Source: an optimization exercise on an open RTL-to-GDS flow (aim: small area and a short achievable clock period). Production flows keep margins and buffers that such runs may drop. In this exercise RTL edits were held to simulation tests only and were not proved equivalent to the original. Power figures rest on the tool's default switching activity, not on a simulated workload.

==> flow/design.v (excerpt) <==
module RV32I_Top #(parameter n = 32)
	(input clk, rst, shift_done,
	input [n-1:0] dmem_out, imem_out,
	output w_en_to_bus_for_dmem,
	output [n-1:0] addr_dmem,
	output [n-1:0] data_dmem,
	output [n-1:0] pc_to_imem);
==> module g_and2n, before the edit <==
module g_and2n (input a, bn, output y); assign y = a & ~bn; endmodule
==> module RV32I_Top, before the edit <==
module RV32I_Top #(parameter n = 32)
	(input clk, rst, shift_done,
	input [n-1:0] dmem_out, imem_out,
	output w_en_to_bus_for_dmem,
	output [n-1:0] addr_dmem,
	output [n-1:0] data_dmem,
	output [n-1:0] pc_to_imem);
	wire [31:0] in = imem_out;
	wire [6:0] op = in[6:0];
	wire [2:0] f3 = in[14:12];
	wire [6:0] f7 = in[31:25];
	wire [4:0] rs1 = in[19:15];
	wire [4:0] rs2 = in[24:20];
	wire [4:0] rd  = in[11:7];
	wire op_r     = op == 7'b0110011;
	wire op_i     = op == 7'b0010011;
	wire op_ld    = op == 7'b0000011;
	wire op_st    = op == 7'b0100011;
	wire op_br    = op == 7'b1100011;
	wire op_jalr  = op == 7'b1100111;
	wire op_jal   = op == 7'b1101111;
	wire op_lui   = op == 7'b0110111;
	wire op_auipc = op == 7'b0010111;
	wire r_ok  = op_r & ((f3 != 3'b000) | (f7 == 7'b0000000) | (f7 == 7'b0100000));
	wire i_ok  = op_i & (f3 != 3'b001) & (f3 != 3'b101);
	wire ld_ok = op_ld & ~f3[2] & ~f3[0];           
	wire st_ok = op_st & ~f3[2] & ~f3[0];           
	wire wr_reg = r_ok | i_ok | ld_ok | op_jalr | op_jal | op_lui | op_auipc;
	wire br_eq  = op_br & (f3 == 3'b000);
	wire br_ne  = op_br & (f3 == 3'b001);
	wire br_lt  = op_br & (f3 == 3'b100);
	wire br_ge  = op_br & (f3 == 3'b101);
	wire [31:0] immI = {{20{in[31]}}, in[31:20]};
	wire [31:0] immLS = {{20{in[31]}}, in[31:25], in[5] ? in[11:7] : in[24:20]};
	wire [31:0] immB = {{19{in[31]}}, in[31], in[7], in[30:25], in[11:8], 1'b0};
	wire [31:0] immU = {in[31:12], 12'h000};
	wire [31:0] immJ = {{12{in[31]}}, in[31], in[19:12], in[20], in[30:21]};
	reg [31:0] rf [1:31];
	wire [31:0] wdata;
	wire [31:0] wdata_r [0:1];
	genvar gw, gb;
	generate
		for (gw = 0; gw < 2; gw = gw + 1) begin : g_wd
			for (gb = 0; gb < 32; gb = gb + 1) begin : g_b
				g_and2n u (.a(wdata[gb]), .bn(rst), .y(wdata_r[gw][gb]));
			end
		end
	endgenerate
	wire [31:1] wen;
	wire [991:0] rf_flat;
	genvar gi;
	generate
		for (gi = 1; gi < 32; gi = gi + 1) begin : g_rf
			assign wen[gi] = rst | (wr_reg & (rd == gi));
			always @(posedge clk)
				if (wen[gi]) rf[gi] <= wdata_r[gi / 16];
			assign rf_flat[32*gi-1 -: 32] = rf[gi];
		end
	endgenerate
	wire [31:0] a, b;
	RF_Read rd1 (.rf(rf_flat), .rs(rs1), .q(a));
	RF_Read rd2 (.rf(rf_flat), .rs(rs2), .q(b));
	reg [31:1] pc_r;
	wire [31:0] pc = {pc_r, 1'b0};
	wire [31:0] pc4;
	Inc30 inc (.x(pc), .y(pc4));
	wire [31:0] sum_ls;
	Addr_Add addr_add (.a(a), .b(immLS), .s(sum_ls));
	wire use_b = op_r | op_br | op_jalr;
	wire [31:0] op2 = use_b ? b : immI;
	wire sub = op_br | ((op_r | op_i) & (f3[2:1] == 2'b01)) | (op_r & (f3 == 3'b000) & in[30]);
	wire [31:0] x = op2 ^ {32{sub}};
	wire [31:0] g_ab = a & x;
	wire [31:0] p_ab = a ^ x;
	wire [31:0] gn_ab;
	Pfx32 pfx_ab (.g({g_ab[31:1], g_ab[0] | (p_ab[0] & sub)}), .p(p_ab), .gn(gn_ab));
	wire [31:0] res_as = p_ab ^ {~gn_ab[30:0], sub};
	wire carry = ~gn_ab[31];
	wire lt_s = (a[31] ^ op2[31]) ? a[31] : res_as[31];
	wire lt_u = ~carry;
	reg [31:0] a_rev, shr_rev;
	integer k;
	always @(*)
		for (k = 0; k < 32; k = k + 1) a_rev[k] = a[31-k];
	wire [31:0] shr_in = f3[2] ? a : a_rev;
	wire [31:0] shr = b[4] ? {16'b0, shr_in[31:16]} : b[3] ? {8'b0, shr_in[31:8]} : b[2] ? {4'b0, shr_in[31:4]} :
	                  b[1] ? {2'b0, shr_in[31:2]} : b[0] ? {1'b0, shr_in[31:1]} : shr_in;
	always @(*)
		for (k = 0; k < 32; k = k + 1) shr_rev[k] = shr[31-k];
	wire [31:0] sll = shr_rev;
	wire [31:0] srl = shr;
	reg [31:0] alu;
	always @(*) begin
		case (f3)
			3'b000: alu = op_r ? res_as : sum_ls;
			3'b001: alu = sll;
			3'b010: alu = {31'b0, lt_s};
			3'b011: alu = {31'b0, lt_u};
			3'b100: alu = a ^ op2;
			3'b101: alu = srl;
			3'b110: alu = a | op2;
			default: alu = a & op2;
		endcase
	end
	wire [31:0] lb = dmem_out[7] ? (dmem_out | 32'hffffff00) : (dmem_out | 32'h000000ff);
	wire [31:0] imm_pc = op[6] ? immB : immU;
	wire [31:0] gn_pc;
	Pfx32 pfx_pc (.g(pc & imm_pc), .p(pc ^ imm_pc), .gn(gn_pc));
	wire [31:0] pc_imm = (pc ^ imm_pc) ^ {~gn_pc[30:0], 1'b0};
	assign wdata = op[2] ? (op[6] ? pc4 : (op[5] ? immU : pc_imm))
	                     : (op[4] ? alu : (f3[1] ? dmem_out : lb));
	wire eq = &p_ab;
	wire taken = op_jal | op_jalr | (br_eq & eq) | (br_ne & ~eq) | (br_lt & res_as[31]) | (br_ge & ~res_as[31]);
	wire [31:0] tgt = op_jal ? {immJ[31:1], 1'b0} : op_jalr ? {res_as[31:1], 1'b0} : pc_imm;
	always @(posedge clk)
		if (rst) pc_r <= 31'b0;
		else if (shift_done) pc_r <= taken ? tgt[31:1] : pc4[31:1];
	assign pc_to_imem = pc;
	assign w_en_to_bus_for_dmem = st_ok;
	assign addr_dmem = sum_ls;
	assign data_dmem = {in[13] ? b[31:8] : 24'b0, b[7:0]};
endmodule
export LEC_CHECK = 0
export CAP_MARGIN = 20
export CORE_MARGIN = 2
export CORE_UTILIZATION = 40
export SETUP_SLACK_MARGIN = 4.5
export SLEW_MARGIN = 20
export SYNTH_HIERARCHICAL = 1
export SYNTH_MINIMUM_KEEP_SIZE = 0
export TNS_END_PERCENT = 0
create_clock -name core_clock -period 12.5 [get_ports {clk}]
run.sh (not shown) runs the stock make flow with config.mk's settings and CLKGATE_MAP_FILE= SYNTH_SCRIPT=/design/flow/synth_recipe.tcl, a recipe that flattens the netlist after the stock synthesis.
Next try:
--- a/flow/design.v
+++ b/flow/design.v
@@ -117,13 +117,12 @@
 module g_nor2 (input a, b, output y); assign y = ~(a | b); endmodule
 module g_xor2 (input a, b, output y); assign y = a ^ b; endmodule
 module g_xnor2 (input a, b, output y); assign y = ~(a ^ b); endmodule
 module g_inv (input a, output y); assign y = ~a; endmodule
 module g_or16 (input [15:0] a, output y); assign y = |a; endmodule
 module g_nor2b (input a, bn, output y); assign y = ~a & bn; endmodule
-module g_and2n (input a, bn, output y); assign y = a & ~bn; endmodule
 module RF_Read
 	(input [991:0] rf,
 	 input [4:0] rs,
 	 output [31:0] q);
 	wire [3:0] lo;
 	wire [7:0] hi;
@@ -200,29 +199,21 @@
 	wire [31:0] immLS = {{20{in[31]}}, in[31:25], in[5] ? in[11:7] : in[24:20]};
 	wire [31:0] immB = {{19{in[31]}}, in[31], in[7], in[30:25], in[11:8], 1'b0};
 	wire [31:0] immU = {in[31:12], 12'h000};
 	wire [31:0] immJ = {{12{in[31]}}, in[31], in[19:12], in[20], in[30:21]};
 	reg [31:0] rf [1:31];
 	wire [31:0] wdata;
-	wire [31:0] wdata_r [0:1];
-	genvar gw, gb;
-	generate
-		for (gw = 0; gw < 2; gw = gw + 1) begin : g_wd
-			for (gb = 0; gb < 32; gb = gb + 1) begin : g_b
-				g_and2n u (.a(wdata[gb]), .bn(rst), .y(wdata_r[gw][gb]));
-			end
-		end
-	endgenerate
+	wire [31:0] wdata_r = wdata & {32{~rst}};
 	wire [31:1] wen;
 	wire [991:0] rf_flat;
 	genvar gi;
 	generate
 		for (gi = 1; gi < 32; gi = gi + 1) begin : g_rf
 			assign wen[gi] = rst | (wr_reg & (rd == gi));
 			always @(posedge clk)
-				if (wen[gi]) rf[gi] <= wdata_r[gi / 16];
+				if (wen[gi]) rf[gi] <= wdata_r;
 			assign rf_flat[32*gi-1 -: 32] = rf[gi];
 		end
 	endgenerate
 	wire [31:0] a, b;
 	RF_Read rd1 (.rf(rf_flat), .rs(rs1), .q(a));
 	RF_Read rd2 (.rf(rf_flat), .rs(rs2), .q(b));
@@ -241,23 +232,16 @@
 	wire [31:0] gn_ab;
 	Pfx32 pfx_ab (.g({g_ab[31:1], g_ab[0] | (p_ab[0] & sub)}), .p(p_ab), .gn(gn_ab));
 	wire [31:0] res_as = p_ab ^ {~gn_ab[30:0], sub};
 	wire carry = ~gn_ab[31];
 	wire lt_s = (a[31] ^ op2[31]) ? a[31] : res_as[31];
 	wire lt_u = ~carry;
-	reg [31:0] a_rev, shr_rev;
-	integer k;
-	always @(*)
-		for (k = 0; k < 32; k = k + 1) a_rev[k] = a[31-k];
-	wire [31:0] shr_in = f3[2] ? a : a_rev;
-	wire [31:0] shr = b[4] ? {16'b0, shr_in[31:16]} : b[3] ? {8'b0, shr_in[31:8]} : b[2] ? {4'b0, shr_in[31:4]} :
-	                  b[1] ? {2'b0, shr_in[31:2]} : b[0] ? {1'b0, shr_in[31:1]} : shr_in;
-	always @(*)
-		for (k = 0; k < 32; k = k + 1) shr_rev[k] = shr[31-k];
-	wire [31:0] sll = shr_rev;
-	wire [31:0] srl = shr;
+	wire [31:0] sll = b[4] ? {a[15:0], 16'b0} : b[3] ? {a[23:0], 8'b0} : b[2] ? {a[27:0], 4'b0} :
+	                  b[1] ? {a[29:0], 2'b0} : b[0] ? {a[30:0], 1'b0} : a;
+	wire [31:0] srl = b[4] ? {16'b0, a[31:16]} : b[3] ? {8'b0, a[31:8]} : b[2] ? {4'b0, a[31:4]} :
+	                  b[1] ? {2'b0, a[31:2]} : b[0] ? {1'b0, a[31:1]} : a;
 	reg [31:0] alu;
 	always @(*) begin
 		case (f3)
 			3'b000: alu = op_r ? res_as : sum_ls;
 			3'b001: alu = sll;
 			3'b010: alu = {31'b0, lt_s};
@@ -272,13 +256,13 @@
 	wire [31:0] imm_pc = op[6] ? immB : immU;
 	wire [31:0] gn_pc;
 	Pfx32 pfx_pc (.g(pc & imm_pc), .p(pc ^ imm_pc), .gn(gn_pc));
 	wire [31:0] pc_imm = (pc ^ imm_pc) ^ {~gn_pc[30:0], 1'b0};
 	assign wdata = op[2] ? (op[6] ? pc4 : (op[5] ? immU : pc_imm))
 	                     : (op[4] ? alu : (f3[1] ? dmem_out : lb));
-	wire eq = &p_ab;
+	wire eq = (a == b);
 	wire taken = op_jal | op_jalr | (br_eq & eq) | (br_ne & ~eq) | (br_lt & res_as[31]) | (br_ge & ~res_as[31]);
 	wire [31:0] tgt = op_jal ? {immJ[31:1], 1'b0} : op_jalr ? {res_as[31:1], 1'b0} : pc_imm;
 	always @(posedge clk)
 		if (rst) pc_r <= 31'b0;
 		else if (shift_done) pc_r <= taken ? tgt[31:1] : pc4[31:1];
 	assign pc_to_imem = pc;
What happened:
- design area hardly moves
- critical path depth falls by 2
- worst setup slack is better by 25 ps
- via count climbs by 3.3%
- total power is higher by 3.6%
- die area hardly moves
- first-iteration DRC count grows by 2.2%

## what the ideal ports hide
No port has a modelled driver above. Below, the same layouts with a new extraction and two added sets of constraints. Step 1 sets driving cells, clkbuf_16 on the clock port and buf_2 on the other inputs (assumed; they add their load-dependent delay and slew). Step 2 also shifts input and output timing later by t, the mid clock arrival at the registers, as if the neighbouring blocks saw the same clock. Three values: no drivers, after step 1, after step 2; two values: the first two.
run	shift t [ns]	setup slack, ns	slew at the worst register clock pin (ns)
the first run	0.793	3.773 / 3.818 / 3.025	0.07 / 0.07
the second run	0.825	3.798 / 3.816 / 3.014	0.07 / 0.07
After both steps setup and hold are still met in every run listed. The setup slack of the second run, which loses most, moves by +0.018 ns with the drivers and by -0.784 ns with both steps.
